Context: an optimization exercise on an open-source flow, tuned for small area, a short achievable clock period and few clock cycles per item. The choices shown serve that exercise and are no tape-out recipe. RTL that was checked went through simulation tests only; none was proved equivalent to the original. Power and IR drop assume default switching activity.

// minisys_ex
module minisys_ex(
  input clock,
  input reset,
  input [31:0] instr,
  input [31:0] opcplus4,
  input [31:0] rs_value,
  input [31:0] rt_value,
  input [1:0] fwd_a_sel,
  input [1:0] fwd_b_sel,
  input [31:0] mem_result,
  input [31:0] wb_data,
  output stall,
  output [31:0] alu_result,
  output zero,
  output overflow,
  output div_zero,
  output [4:0] waddr,
  output [31:0] rt_data
);
Size in the first run: ~110 flip-flops, about 270 I/O pins, about 26,000 µm² of cells after synthesis.
export LEC_CHECK = 0
export CAP_MARGIN = 40
export CORE_MARGIN = 2
export CORE_UTILIZATION = 60
export SETUP_SLACK_MARGIN = 5
export SLEW_MARGIN = 45
export TNS_END_PERCENT = 100
create_clock -name core_clock -period 14.0 [get_ports {clock}]
run.sh (not shown) runs the stock make flow with config.mk's settings and CLKGATE_MAP_FILE= SYNTH_SCRIPT=/design/flow/synth_recipe.tcl, a recipe that flattens the netlist after the stock synthesis.
The baseline failed in global routing on GRT-0232.
Testbench counts at the start, summed over its fixed seeds: cycles 20,197, instructions 12,000.
==> next run, changes <==
- CORE_UTILIZATION: 60 -> 48
With this change the flow ran to the end with violations: capacitance limit, slew limit.
Synthesized cell count stays the same.
Area after synthesis is unchanged.


Setup of run A:
minisys_ex, a different RTL version from the one above (not shown whole).
Size in the first run: roughly 110 flip-flops.
## minisys_ex
module minisys_ex(
  input clock,
  input reset,
  input [31:0] instr,
  input [31:0] opcplus4,
  input [31:0] rs_value,
  input [31:0] rt_value,
  input [1:0] fwd_a_sel,
  input [1:0] fwd_b_sel,
  input [31:0] mem_result,
  input [31:0] wb_data,
  output stall,
  output [31:0] alu_result,
  output zero,
  output overflow,
  output div_zero,
  output [4:0] waddr,
  output [31:0] rt_data
);
Settings: LEC_CHECK=0, CAP_MARGIN=40, CORE_MARGIN=2, CORE_UTILIZATION=40, SETUP_SLACK_MARGIN=4, SLEW_MARGIN=45; clock period 14.0 ns.
standard.sh (not shown) runs the stock make flow with config.mk's settings and CLKGATE_MAP_FILE= SYNTH_SCRIPT=/design/flow/synth_recipe.tcl, a recipe that flattens the netlist after the stock synthesis.
==> flow/flow/run.sh <==
#!/bin/bash
set -euo pipefail
export BUFFER_PORTS_ARGS="-buffer_cell sky130_fd_sc_hd__buf_1"
bash standard.sh finish > standard_make.log 2>&1
diff inputs: run A => run B
# run A
export LEC_CHECK = 0
export CAP_MARGIN = 40
export CORE_MARGIN = 2
export CORE_UTILIZATION = 40
export SETUP_SLACK_MARGIN = 4
export SLEW_MARGIN = 45
create_clock -name core_clock -period 14.0 [get_ports {clock}]
# run B
export LEC_CHECK = 0
export CAP_MARGIN = 40
export CORE_MARGIN = 2
export CORE_UTILIZATION = 40
export SETUP_SLACK_MARGIN = 4.5
export SLEW_MARGIN = 45
create_clock -name core_clock -period 14.0 [get_ports {clock}]
==> flow/flow/run.sh <==
#!/bin/bash
set -euo pipefail
export BUFFER_PORTS_ARGS="-buffer_cell sky130_fd_sc_hd__buf_2"
bash standard.sh finish > standard_make.log 2>&1
Findings:
Between run B and run A, the difference in layout multi-input combinational cell count is negligible.
In the reports for run B and run A, the larger overall power consumption belongs to run B.
Summary — signal arrival time at the worst endpoint, run B relative to run A: higher, by 0.21 ns.
Against run A, run B comes in 2 lower on number of antenna violations at the first check in global routing.
When the final numbers for run B and run A were put side by side, the net total in the final layout turned out to be greater in run B.
A cell with the largest stage delay on the worst path of fa_2 is what run A shows, while or4_1 belongs to run B.
Going from run A to run B, power in the clock group shrank by a few percent.
The global-route usage of run B and that of run A are within noise of each other.
Inputs modified between run B and run C:
# run B
export LEC_CHECK = 0
export CAP_MARGIN = 40
export CORE_MARGIN = 2
export CORE_UTILIZATION = 40
export SETUP_SLACK_MARGIN = 4.5
export SLEW_MARGIN = 45
create_clock -name core_clock -period 14.0 [get_ports {clock}]
# run C
export LEC_CHECK = 0
export CAP_MARGIN = 40
export CORE_MARGIN = 2
export CORE_UTILIZATION = 50
export SETUP_SLACK_MARGIN = 4
export SLEW_MARGIN = 45
create_clock -name core_clock -period 14.0 [get_ports {clock}]
Findings:
No stage failed in run C, and the final checks on the layout all came back clean.
Run B → run C: sum of net half-perimeters after detailed placement went up 1400 µm; final critical delay including setup and external delays increased 0.0066 ns; number of buffer and inverter instances along the worst setup path rose by 8.
Run C vs. run B: power after layout lower, leakage power figure lower, maximum frequency roughly the same, sum of met2 wire segment lengths after detailed routing higher.
Die area (lower): run C
Against run B, run C comes in 1.2 points higher on normalized max-slew margin.
Inputs modified between run C and run D:
# run C
export LEC_CHECK = 0
export CAP_MARGIN = 40
export CORE_MARGIN = 2
export CORE_UTILIZATION = 50
export SETUP_SLACK_MARGIN = 4
export SLEW_MARGIN = 45
create_clock -name core_clock -period 14.0 [get_ports {clock}]
# run D
export LEC_CHECK = 0
export CAP_MARGIN = 40
export CORE_MARGIN = 2
export CORE_UTILIZATION = 40
export SETUP_SLACK_MARGIN = 4
export SLEW_MARGIN = 45
create_clock -name core_clock -period 14.0 [get_ports {clock}]
Notes after the runs:
Run D against run C: logic gate share of total power fell by 0.3 points, transition at the pin with the smallest max-transition slack saw an increase, final cell count without fillers rose about 3.5%.
Run D vs run C on wire length: run D is the lower one.
Max capacitance violation total came out exactly the same in run D and run C.
Run D vs. run C: die extent in y went up; growth of design area from synthesis to finish increased by 0.22 points relative to the old numbers; share of total power in the clock network closely matched the old numbers; first-pass GRT wire length decreased about 4%.
No functional check of the RTL was part of any run of this note.


== alpha ==
minisys_ex with an RTL version that a note above also has.
For scale: ~3,400 cells after synthesis, roughly 110 flip-flops, ~26,000 um2 of cells after synthesis.
clock: 14.0 ns
lec_check: 0
cap_margin: 40
core_margin: 2
core_utilization: 40
setup_slack_margin: 4
slew_margin: 45
run.sh (not shown) runs the stock make flow with config.mk's settings and CLKGATE_MAP_FILE= SYNTH_SCRIPT=/design/flow/synth_recipe.tcl, a recipe that flattens the netlist after the stock synthesis.
Stock flow here: none of the scripts above is used.
Testbench counts of alpha, summed over its fixed seeds: cycles 20,197, instructions 12,000.
Changes in beta relative to alpha:
==> flow/flow/run.sh (new file) <==
#!/bin/bash
set -euo pipefail
export BUFFER_PORTS_ARGS="-buffer_cell sky130_fd_sc_hd__buf_2"
bash standard.sh finish > standard_make.log 2>&1
==> flow/standard.sh (new file) <==
#!/bin/bash
# synth_recipe.tcl (not shown) runs the flow's synth.tcl, then flattens the netlist and writes it again
# the make line also repeats each setting of config.mk as NAME=value (left out here)
make -C /OpenROAD-flow-scripts/flow DESIGN_CONFIG=/design/flow/config.mk WORK_HOME=/design/flow/orfs CLKGATE_MAP_FILE= SYNTH_SCRIPT=/design/flow/synth_recipe.tcl "${@:-finish}"
removed: flow/run.sh
==> comparison <==
beta went all the way through synthesis, placement and routing and the layout is clean on timing, DRC and antenna. Comparing beta with alpha, the worst hold slack came out essentially unchanged. In beta relative to alpha, maximum clock rate had gone down slightly. In terms of die outline height, beta and alpha differ only marginally. Between alpha and beta, the cell count went down. For the via count, beta came in 0.65% higher than alpha did. Between alpha and beta, the met1 capacity usage during global routing figures differ only marginally. Looking at alpha and beta, the wire length is a wash. Summary — share of the clock period used by the worst path after layout, beta relative to alpha: higher, by 0.34 points. Post-layout worst setup margin delta for beta relative to alpha: 47 ps lower.

-- what the ideal ports hide --
In the flow no input, the clock included, has a driving cell. The finished layouts below were timed again as built, in two steps.
Step 1: set_driving_cell puts a clkbuf_16 on clock and a buf_2 on each other input, an assumption about the parent block.
Step 2 adds t to the input delays and takes it off the output delays; t is the mean of the earliest and latest rising clock arrival at the registers after step 1. Input paths then give back, and output paths get back, about the clock's delay inside the block.
a / b / c = no drivers / after step 1 / after step 2; a / b = the first two.
run | t, ns | setup slack, ns | latest minus earliest clock arrival (ns)
the second run of note 1 | 0.432 | 3.466 / 3.419 / 3.419 | 0.015 / 0.015
run A | 0.432 | 4.063 / 3.892 / 3.892 | 0.015 / 0.015
run B | 0.445 | 3.846 / 3.707 / 3.707 | 0.018 / 0.019
run C | 0.443 | 3.839 / 3.777 / 3.777 | 0.015 / 0.014
run D | 0.434 | 3.994 / 3.844 / 3.844 | 0.017 / 0.017
alpha | 0.451 | 3.778 / 3.734 / 3.734 | 0.015 / 0.016
beta | 0.448 | 3.731 / 3.707 / 3.707 | 0.015 / 0.015
For run A, which loses most, drivers alone change the setup slack by -0.171 ns; drivers and shift together by -0.171 ns.
